Context: an optimization exercise on an open-source flow, tuned for small area, a short achievable clock period and few clock cycles per item. The choices shown serve that exercise and are no tape-out recipe.

## JK
==> module entropy, before the edit <==
module entropy #(
    parameter int DEPTH = 4                 
) (
    input  logic signed [10:0]  q0,
    input  logic signed [10:0]  q1,
    input  logic                q_valid,
    output logic                q_hold,
    input  logic [4:0]          q_cnt,
    input  logic [1:0]          q_chroma,
    input  logic                q_last_mcu,
    output logic [25:0]         out_chunk,      
    output logic [4:0]          out_len,        
    output logic                out_last,       
    output logic                out_valid,
    input  logic                out_take,       
    input  logic                clk,
    input  logic                resetn
);
localparam int AW = 2;                   
typedef struct packed {
    logic               last;
    logic               dc;
    logic [1:0]         chroma;
    logic [1:0]         zrl;
    logic [3:0]         run;
    logic [10:0]        val;
} entry_t;
logic [5:0]     run_r;            
logic           take;
logic           is_dc, is_end, nz0, nz1;
logic           e0, e1;
logic [5:0]     run1;
entry_t         ent0, ent1;
always_comb begin
    take   = q_valid & ~q_hold;
    is_dc  = q_cnt == 5'd0;
    is_end = &q_cnt;
    nz0    = |q0;
    nz1    = |q1;
    e0     = is_dc | nz0;
    e1     = is_end | nz1;
    run1   = e0 ? 6'd0 : run_r + 6'd1;
    ent0.last   = 1'b0;
    ent0.dc     = is_dc;
    ent0.chroma = q_chroma;
    ent0.zrl    = is_dc ? 2'd0 : run_r[5:4];
    ent0.run    = is_dc ? 4'd0 : run_r[3:0];
    ent0.val    = q0;
    ent1.last   = is_end & q_last_mcu;
    ent1.dc     = 1'b0;
    ent1.chroma = q_chroma;
    ent1.zrl    = nz1 ? run1[5:4] : 2'd0;       
    ent1.run    = nz1 ? run1[3:0] : 4'd0;
    ent1.val    = q1;
end
always_ff @(posedge clk)
    if (take)
        run_r <= nz1 ? 6'd0 : run1 + 6'd1;
logic [DEPTH-1:0][20:0] mem;      
logic [AW-1:0]  wp, rp;
logic [AW:0]    cnt, cnt_next, cnt_push, cnt_pop;
logic           hold_next;
logic           pop;
logic [1:0]     npush;
entry_t         first;
entry_t         head;
always_comb begin
    npush    = take ? {1'b0, e0} + {1'b0, e1} : 2'd0;
    first    = e0 ? ent0 : ent1;
    head     = mem[rp];
    cnt_push = cnt + {{(AW-1){1'b0}}, npush};
    cnt_pop  = cnt_push - (AW+1)'(1);
    cnt_next = pop ? cnt_pop : cnt_push;
    hold_next = pop ? (cnt_pop > (AW+1)'(DEPTH - 2)) : (cnt_push > (AW+1)'(DEPTH - 2));
end
always_ff @(posedge clk) begin
    for (int i = 0; i < DEPTH; i++) begin
        if (take & (e0 | e1) & wp == AW'(i))
            mem[i] <= first;
        else if (take & e0 & e1 & wp + AW'(1) == AW'(i))
            mem[i] <= ent1;
    end
end
always_ff @(posedge clk)
    if (!resetn) begin
        wp     <= '0;
        rp     <= '0;
        cnt    <= '0;
        q_hold <= 1'b0;
    end else begin
        wp     <= wp + AW'(npush);
        rp     <= rp + AW'(pop);
        cnt    <= cnt_next;
        q_hold <= hold_next;
    end
function automatic [3:0] bit_length(input logic [10:0] m);
    bit_length = 0;
    for (int k = 0; k < 11; k++)
        if (m[k])
            bit_length = 4'(k + 1);
endfunction
logic signed [10:0] pred0, pred1, pred2;    
logic [1:0]         zc;           
logic               s_valid, s_ready;
logic               s_dc, s_chroma, s_last, s_zrl;
logic [3:0]         a_run, a_size;
logic [3:0]         s_run, s_size;
logic [10:0]        s_amp;
logic               h_valid, h_zrl;
logic signed [11:0] v, vn;
logic signed [10:0] p;
logic [10:0]        mag, smear;
logic [3:0]         size;
logic               c_ready;
always_comb begin
    h_valid = cnt != '0;
    h_zrl   = head.zrl != zc;
    case (head.dc ? head.chroma : 2'd3)
        2'd0: p = pred0;
        2'd1: p = pred1;
        2'd2: p = pred2;
        default: p = 11'sd0;
    endcase
    v       = {head.val[10], head.val} - {p[10], p};
    vn      = {p[10], p} - {head.val[10], head.val};
    mag     = v[11] ? vn[10:0] : v[10:0];
    size    = bit_length(mag);
    smear   = mag;
    for (int k = 9; k >= 0; k--)
        smear[k] = smear[k] | smear[k+1];
    s_ready = ~s_valid | c_ready;
    pop     = h_valid & s_ready & ~h_zrl;
end
always_ff @(posedge clk)
    if (!resetn) begin
        s_valid <= 1'b0;
        zc      <= 2'd0;
        pred0   <= '0;
        pred1   <= '0;
        pred2   <= '0;
    end else if (s_ready) begin
        s_valid <= h_valid;
        if (h_valid) begin
            if (h_zrl)
                zc <= zc + 2'd1;
            else begin
                zc <= 2'd0;
                if (head.last) begin
                    pred0 <= '0;
                    pred1 <= '0;
                    pred2 <= '0;
                end else if (head.dc)
                    case (head.chroma)
                        2'd0: pred0 <= head.val;
                        2'd1: pred1 <= head.val;
                        default: pred2 <= head.val;
                    endcase
            end
        end
    end
always_ff @(posedge clk)
    if (s_ready & h_valid) begin
        s_dc     <= head.dc;
        s_chroma <= |head.chroma;
        s_last   <= head.last & ~h_zrl;
        s_zrl    <= h_zrl;
        s_run    <= head.run;
        s_size   <= size;
        s_amp    <= h_zrl ? 11'h0 : (v[11] ? mag ^ smear : mag);
    end
logic [4:0]     code_len;
logic [15:0]    code;
always_comb begin
    a_run  = s_zrl ? 4'hf : s_run;
    a_size = s_zrl ? 4'h0 : s_size;
end
huff_tables ht (
    .dc     (s_dc),
    .chroma (s_chroma),
    .run    (a_run),
    .size   (a_size),
    .len    (code_len),
    .code   (code)
);
always_comb c_ready = ~out_valid | out_take;
always_ff @(posedge clk)
    if (!resetn)
        out_valid <= 1'b0;
    else if (c_ready)
        out_valid <= s_valid;
always_ff @(posedge clk)
    if (c_ready & s_valid) begin
        out_chunk <= (26'(code) << a_size) | 26'(s_amp);
        out_len   <= code_len + 5'(a_size);
        out_last  <= s_last;
    end
endmodule
export LEC_CHECK = 0
export CAP_MARGIN = 20
export CORE_MARGIN = 2
export CORE_UTILIZATION = 40
export PLACE_DENSITY = 0.6
export SLEW_MARGIN = 20
create_clock -name core_clock -period 9.5 [get_ports {clk}]
run.sh (not shown) runs the stock make flow with config.mk's settings and CLKGATE_MAP_FILE= SYNTH_SCRIPT=/design/flow/synth_recipe.tcl, a recipe that flattens the netlist after the stock synthesis.
Input-level comparison between MS and JK:
diff --git a/flow/design.v b/flow/design.v
--- a/flow/design.v
+++ b/flow/design.v
@@ -479,9 +479,9 @@
 end
 always_ff @(posedge clk)
     if (take)
         run_r <= nz1 ? 6'd0 : run1 + 6'd1;
-logic [DEPTH-1:0][20:0] mem;      
+entry_t         mem [DEPTH];
 logic [AW-1:0]  wp, rp;
 logic [AW:0]    cnt, cnt_next, cnt_push, cnt_pop;
 logic           hold_next;
 logic           pop;
@@ -522,13 +522,12 @@
     for (int k = 0; k < 11; k++)
         if (m[k])
             bit_length = 4'(k + 1);
 endfunction
-logic signed [10:0] pred0, pred1, pred2;    
+logic signed [10:0] pred [3];
 logic [1:0]         zc;           
 logic               s_valid, s_ready;
-logic               s_dc, s_chroma, s_last, s_zrl;
-logic [3:0]         a_run, a_size;
+logic               s_dc, s_chroma, s_last;
 logic [3:0]         s_run, s_size;
 logic [10:0]        s_amp;
 logic               h_valid, h_zrl;
 logic signed [11:0] v, vn;
@@ -538,14 +537,9 @@
 logic               c_ready;
 always_comb begin
     h_valid = cnt != '0;
     h_zrl   = head.zrl != zc;
-    case (head.dc ? head.chroma : 2'd3)
-        2'd0: p = pred0;
-        2'd1: p = pred1;
-        2'd2: p = pred2;
-        default: p = 11'sd0;
-    endcase
+    p       = head.dc ? pred[head.chroma] : 11'sd0;
     v       = {head.val[10], head.val} - {p[10], p};
     vn      = {p[10], p} - {head.val[10], head.val};
     mag     = v[11] ? vn[10:0] : v[10:0];
     size    = bit_length(mag);
@@ -558,52 +552,41 @@
 always_ff @(posedge clk)
     if (!resetn) begin
         s_valid <= 1'b0;
         zc      <= 2'd0;
-        pred0   <= '0;
-        pred1   <= '0;
-        pred2   <= '0;
+        for (int c = 0; c < 3; c++)
+            pred[c] <= '0;
     end else if (s_ready) begin
         s_valid <= h_valid;
         if (h_valid) begin
             if (h_zrl)
                 zc <= zc + 2'd1;
             else begin
                 zc <= 2'd0;
-                if (head.last) begin
-                    pred0 <= '0;
-                    pred1 <= '0;
-                    pred2 <= '0;
-                end else if (head.dc)
-                    case (head.chroma)
-                        2'd0: pred0 <= head.val;
-                        2'd1: pred1 <= head.val;
-                        default: pred2 <= head.val;
-                    endcase
+                if (head.last)
+                    for (int c = 0; c < 3; c++)
+                        pred[c] <= '0;
+                else if (head.dc)
+                    pred[head.chroma] <= head.val;
             end
         end
     end
 always_ff @(posedge clk)
     if (s_ready & h_valid) begin
         s_dc     <= head.dc;
         s_chroma <= |head.chroma;
         s_last   <= head.last & ~h_zrl;
-        s_zrl    <= h_zrl;
-        s_run    <= head.run;
-        s_size   <= size;
+        s_run    <= h_zrl ? 4'hf : head.run;
+        s_size   <= h_zrl ? 4'h0 : size;
         s_amp    <= h_zrl ? 11'h0 : (v[11] ? mag ^ smear : mag);
     end
 logic [4:0]     code_len;
 logic [15:0]    code;
-always_comb begin
-    a_run  = s_zrl ? 4'hf : s_run;
-    a_size = s_zrl ? 4'h0 : s_size;
-end
 huff_tables ht (
     .dc     (s_dc),
     .chroma (s_chroma),
-    .run    (a_run),
-    .size   (a_size),
+    .run    (s_run),
+    .size   (s_size),
     .len    (code_len),
     .code   (code)
 );
 always_comb c_ready = ~out_valid | out_take;
@@ -613,10 +596,10 @@
     else if (c_ready)
         out_valid <= s_valid;
 always_ff @(posedge clk)
     if (c_ready & s_valid) begin
-        out_chunk <= (26'(code) << a_size) | 26'(s_amp);
-        out_len   <= code_len + 5'(a_size);
+        out_chunk <= (26'(code) << s_size) | 26'(s_amp);
+        out_len   <= code_len + 5'(s_size);
         out_last  <= s_last;
     end
 endmodule
 module byte_pack #(
### Flow results
- The run showing the greater via count normalized by instance count is JK.
- Min deepest level of the CTS H-tree across JK and MS: JK
- When MS is set beside JK, its port buffer count turns out to be 4 smaller.
- Between MS and JK, it is MS whose time the final worst path needs with I/O delays and setup is lower, by 1.06 ns.
- In summary, MS completed successfully, with a layout that passed the timing, design-rule and antenna checks.
Function was not checked in any run of this note: the RTL went through the layout flow alone.

[separate check: timing with driven ports]
In the flow no input, the clock included, has a driving cell. The finished layouts below were timed again as built, in two steps. Step 1 (the two cells are an assumption about what drives the block):
set clk [get_ports {clk}]
set_driving_cell -lib_cell sky130_fd_sc_hd__clkbuf_16 $clk
set_driving_cell -lib_cell sky130_fd_sc_hd__buf_2 [delete_from_list [all_inputs] $clk]
Step 2 moves the port delays by t, midway between the first and last clock arrival at a register: inputs arrive t later, outputs are due t later. That takes back most of the time a late clock gives input paths. a / b / c = ideal / step 1 / step 2; a / b = the first two.
| run | t (ns) | setup slack, ns | worst register clock-pin slew, ns |
|---|---|---|---|
| JK | 0.606 | 3.485 / 3.485 / 3.421 | 0.06 / 0.06 |
| MS | 0.466 | 4.546 / 4.546 / 4.115 | 0.07 / 0.07 |
After both steps setup and hold are still met in every run listed. For MS, which loses most, drivers alone change the setup slack by 0.000 ns; drivers and shift together by -0.431 ns.
